Source: an optimization exercise on an open RTL-to-GDS flow (aim: small area and a short achievable clock period). Production flows keep margins and buffers that such runs may drop.
The RTL was checked by simulation tests, not by an equivalence proof against the original design.
Power and IR drop assume default switching activity.

Design openmips, start of the top module:
module openmips(
	input wire		clk,
	input wire 		rst,
	input wire[31:0]	 rom_data_i,
	output wire[31:0] rom_addr_o,
	output wire			 rom_ce_o,
	input wire[31:0]	 ram_data_i,
	output wire[31:0] ram_addr_o,
	output wire[31:0] ram_data_o,
	output wire			 ram_we_o,
	output wire[3:0]	 ram_sel_o,
	output wire			 ram_ce_o
);
clock: 9.5 ns
lec_check: 0
cap_margin: 20
core_margin: 2
core_utilization: 40
cts_cluster_diameter: 110
cts_cluster_size: 19
slew_margin: 20
tns_end_percent: 100
standard.sh (not shown) runs the stock make flow with config.mk's settings and CLKGATE_MAP_FILE= SYNTH_SCRIPT=/design/flow/synth_recipe.tcl, a recipe that flattens the netlist after the stock synthesis.
==> flow/flow/run.sh <==
#!/bin/bash
set -euo pipefail
MARGIN="${MARGIN:-5.1}"
bash standard.sh \
  "BUFFER_PORTS_ARGS=-buffer_cell sky130_fd_sc_hd__buf_2" \
  "SETUP_SLACK_MARGIN=${MARGIN}" \
  finish > flow_make.log 2>&1
Rerun with:
--- a/flow/flow/run.sh
+++ b/flow/flow/run.sh
@@ -2,3 +2,3 @@
 set -euo pipefail
-MARGIN="${MARGIN:-5.1}"
+MARGIN="${MARGIN:-5.0}"
 bash standard.sh \
--- a/flow/config.mk
+++ b/flow/config.mk
@@ -10,4 +10,4 @@
 export CORE_UTILIZATION = 40
-export CTS_CLUSTER_DIAMETER = 110
-export CTS_CLUSTER_SIZE = 19
+export CTS_CLUSTER_DIAMETER = 100
+export CTS_CLUSTER_SIZE = 16
 export SLEW_MARGIN = 20
Effect:
- synthesized cell count stays the same
- utilization rose by 0.36 points
- area after synthesis does not change
- total power goes up by 2.7%
- hold slack hardly moves
- global-route usage barely changes
- die area is unchanged
- final area rises by 0.82%
- sequential cell count does not change
- clock skew grows by 0.013 ns
- routed wire length barely changes
Rerun with:
--- a/flow/config.mk
+++ b/flow/config.mk
@@ -10,4 +10,4 @@
 export CORE_UTILIZATION = 40
-export CTS_CLUSTER_DIAMETER = 100
-export CTS_CLUSTER_SIZE = 16
+export CTS_CLUSTER_DIAMETER = 120
+export CTS_CLUSTER_SIZE = 22
 export SLEW_MARGIN = 20
The changed run finished clean.
Sequential share of layout area came out higher by 0.58 points.
Non-clock buffer count does not change.
Flip-flop and latch count stays the same.
Routed wire length came out lower by about 0.35%.
Core utilization came out lower by 0.51 points.
First-iteration DRC count came out lower by 4.0%.
Worst setup slack gains 0.050 ns.
Cell area came out lower by about 1.1%.

* * *

build 76:
openmips again, from the RTL that the note above started with.
## openmips
module openmips(
	input wire		clk,
	input wire 		rst,
	input wire[31:0]	 rom_data_i,
	output wire[31:0] rom_addr_o,
	output wire			 rom_ce_o,
	input wire[31:0]	 ram_data_i,
	output wire[31:0] ram_addr_o,
	output wire[31:0] ram_data_o,
	output wire			 ram_we_o,
	output wire[3:0]	 ram_sel_o,
	output wire			 ram_ce_o
);
clock: 9.5 ns
lec_check: 0
cap_margin: 20
core_margin: 2
core_utilization: 40
setup_slack_margin: 5
slew_margin: 20
tns_end_percent: 100
run.sh (not shown) runs the stock make flow with config.mk's settings and CLKGATE_MAP_FILE= SYNTH_SCRIPT=/design/flow/synth_recipe.tcl, a recipe that flattens the netlist after the stock synthesis.
Stock flow here: none of the scripts above is used.
The final layout from build 76, which completed every stage, passed the timing, design-rule and antenna checks at the end of the flow.
For build 2, these inputs were changed with respect to build 76:
# build 76
export LEC_CHECK = 0
export CAP_MARGIN = 20
export CORE_MARGIN = 2
export CORE_UTILIZATION = 40
export SETUP_SLACK_MARGIN = 5
export SLEW_MARGIN = 20
export TNS_END_PERCENT = 100
create_clock -name core_clock -period 9.5 [get_ports {clk}]
# build 2
export LEC_CHECK = 0
export CAP_MARGIN = 20
export CORE_MARGIN = 2
export CORE_UTILIZATION = 40
export SLEW_MARGIN = 20
export TNS_END_PERCENT = 100
create_clock -name core_clock -period 9.5 [get_ports {clk}]
==> flow/flow/run.sh (new file) <==
#!/bin/bash
set -euo pipefail
MARGIN="${MARGIN:-4.8}"
bash standard.sh \
  "BUFFER_PORTS_ARGS=-buffer_cell sky130_fd_sc_hd__buf_2" \
  "SETUP_SLACK_MARGIN=${MARGIN}" \
  finish > flow_make.log 2>&1
==> flow/standard.sh (new file) <==
#!/bin/bash
# synth_recipe.tcl (not shown) runs the flow's synth.tcl, then flattens the netlist and writes it again
# the make line also repeats each setting of config.mk as NAME=value (left out here)
make -C /OpenROAD-flow-scripts/flow DESIGN_CONFIG=/design/flow/config.mk WORK_HOME=/design/flow/orfs CLKGATE_MAP_FILE= SYNTH_SCRIPT=/design/flow/synth_recipe.tcl "${@:-finish}"
removed: flow/run.sh
Findings:
Against build 76, via count in build 2 came out better. Build 76 → build 2: core utilization now sits lower; adder and majority cell fraction of the synthesized area now sits at about the same level; clock period minus worst slack now sits higher. Comparing build 2 and build 76, the higher total power is on build 76. Delta (build 2 minus build 76): combinational-cell power consumption shows a reduction of about 4%; global-route usage stayed essentially flat; final design area excluding fillers lost 1.9%; total wirelength of the detailed-routed design has remained practically unchanged; transition at the pin with the smallest max-transition slack went down by 0.0072 ns.
Input-level comparison between build 40 and build 2:
# build 2
export LEC_CHECK = 0
export CAP_MARGIN = 20
export CORE_MARGIN = 2
export CORE_UTILIZATION = 40
export SLEW_MARGIN = 20
export TNS_END_PERCENT = 100
create_clock -name core_clock -period 9.5 [get_ports {clk}]
# build 40
export LEC_CHECK = 0
export CAP_MARGIN = 20
export CORE_MARGIN = 2
export CORE_UTILIZATION = 40
export CTS_CLUSTER_DIAMETER = 120
export CTS_CLUSTER_SIZE = 22
export SETUP_SLACK_MARGIN = 5
export SLEW_MARGIN = 20
export TNS_END_PERCENT = 100
create_clock -name core_clock -period 9.5 [get_ports {clk}]
==> flow/run.sh (new file) <==
#!/bin/bash
# synth_recipe.tcl (not shown) runs the flow's synth.tcl, then flattens the netlist and writes it again
# the make line also repeats each setting of config.mk as NAME=value (left out here)
make -C /OpenROAD-flow-scripts/flow DESIGN_CONFIG=/design/flow/config.mk WORK_HOME=/design/flow/orfs CLKGATE_MAP_FILE= SYNTH_SCRIPT=/design/flow/synth_recipe.tcl finish
removed: flow/flow/run.sh
removed: flow/standard.sh
- Comparing build 40 and build 2, the lower total via count after detailed routing was measured on build 40.
- From build 2 to build 40 the numbers moved as follows: count of clock buffers in the final design now smaller, global-route met2 utilization now smaller.
- Relative to build 2, build 40 improves final design area excluding fillers.
- Comparing build 40 and build 2, the higher fmax is on build 40.
- Total power consumption of the routed design (build 40 vs. build 2) decreases by more than 10%
- The run showing the greater count of cell instances traversed by the critical path is build 40.

==> re-timing with driven ports <==
No port has a modelled driver above. Below, the same layouts with a new extraction and two added sets of constraints. Step 1: set_driving_cell puts a clkbuf_16 on clk and a buf_2 on each other input, an assumption about the parent block. Step 2 moves the port delays by t, midway between the first and last clock arrival at a register: inputs arrive t later, outputs are due t later. That takes back most of the time a late clock gives input paths. Slacks: ideal ports / drivers / drivers and shift; pairs: ideal ports / drivers.
run	shift t [ns]	slack for setup (ns)	worst hold slack (ns)
the first run of note 1	0.802	4.907 / 4.827 / 4.695	0.392 / 0.392 / 0.392
the second run of note 1	0.833	4.888 / 4.808 / 4.568	0.389 / 0.389 / 0.389
the third run of note 1	0.802	4.938 / 4.860 / 4.603	0.402 / 0.402 / 0.402
build 76	0.898	4.889 / 4.809 / 4.340	0.385 / 0.385 / 0.385
build 2	0.897	4.815 / 4.732 / 4.516	0.373 / 0.373 / 0.373
build 40	0.805	4.905 / 4.859 / 4.375	0.397 / 0.397 / 0.397
After both steps every run listed still meets setup and hold. For build 76, which loses most, drivers alone change the setup slack by -0.080 ns; drivers and shift together by -0.549 ns.
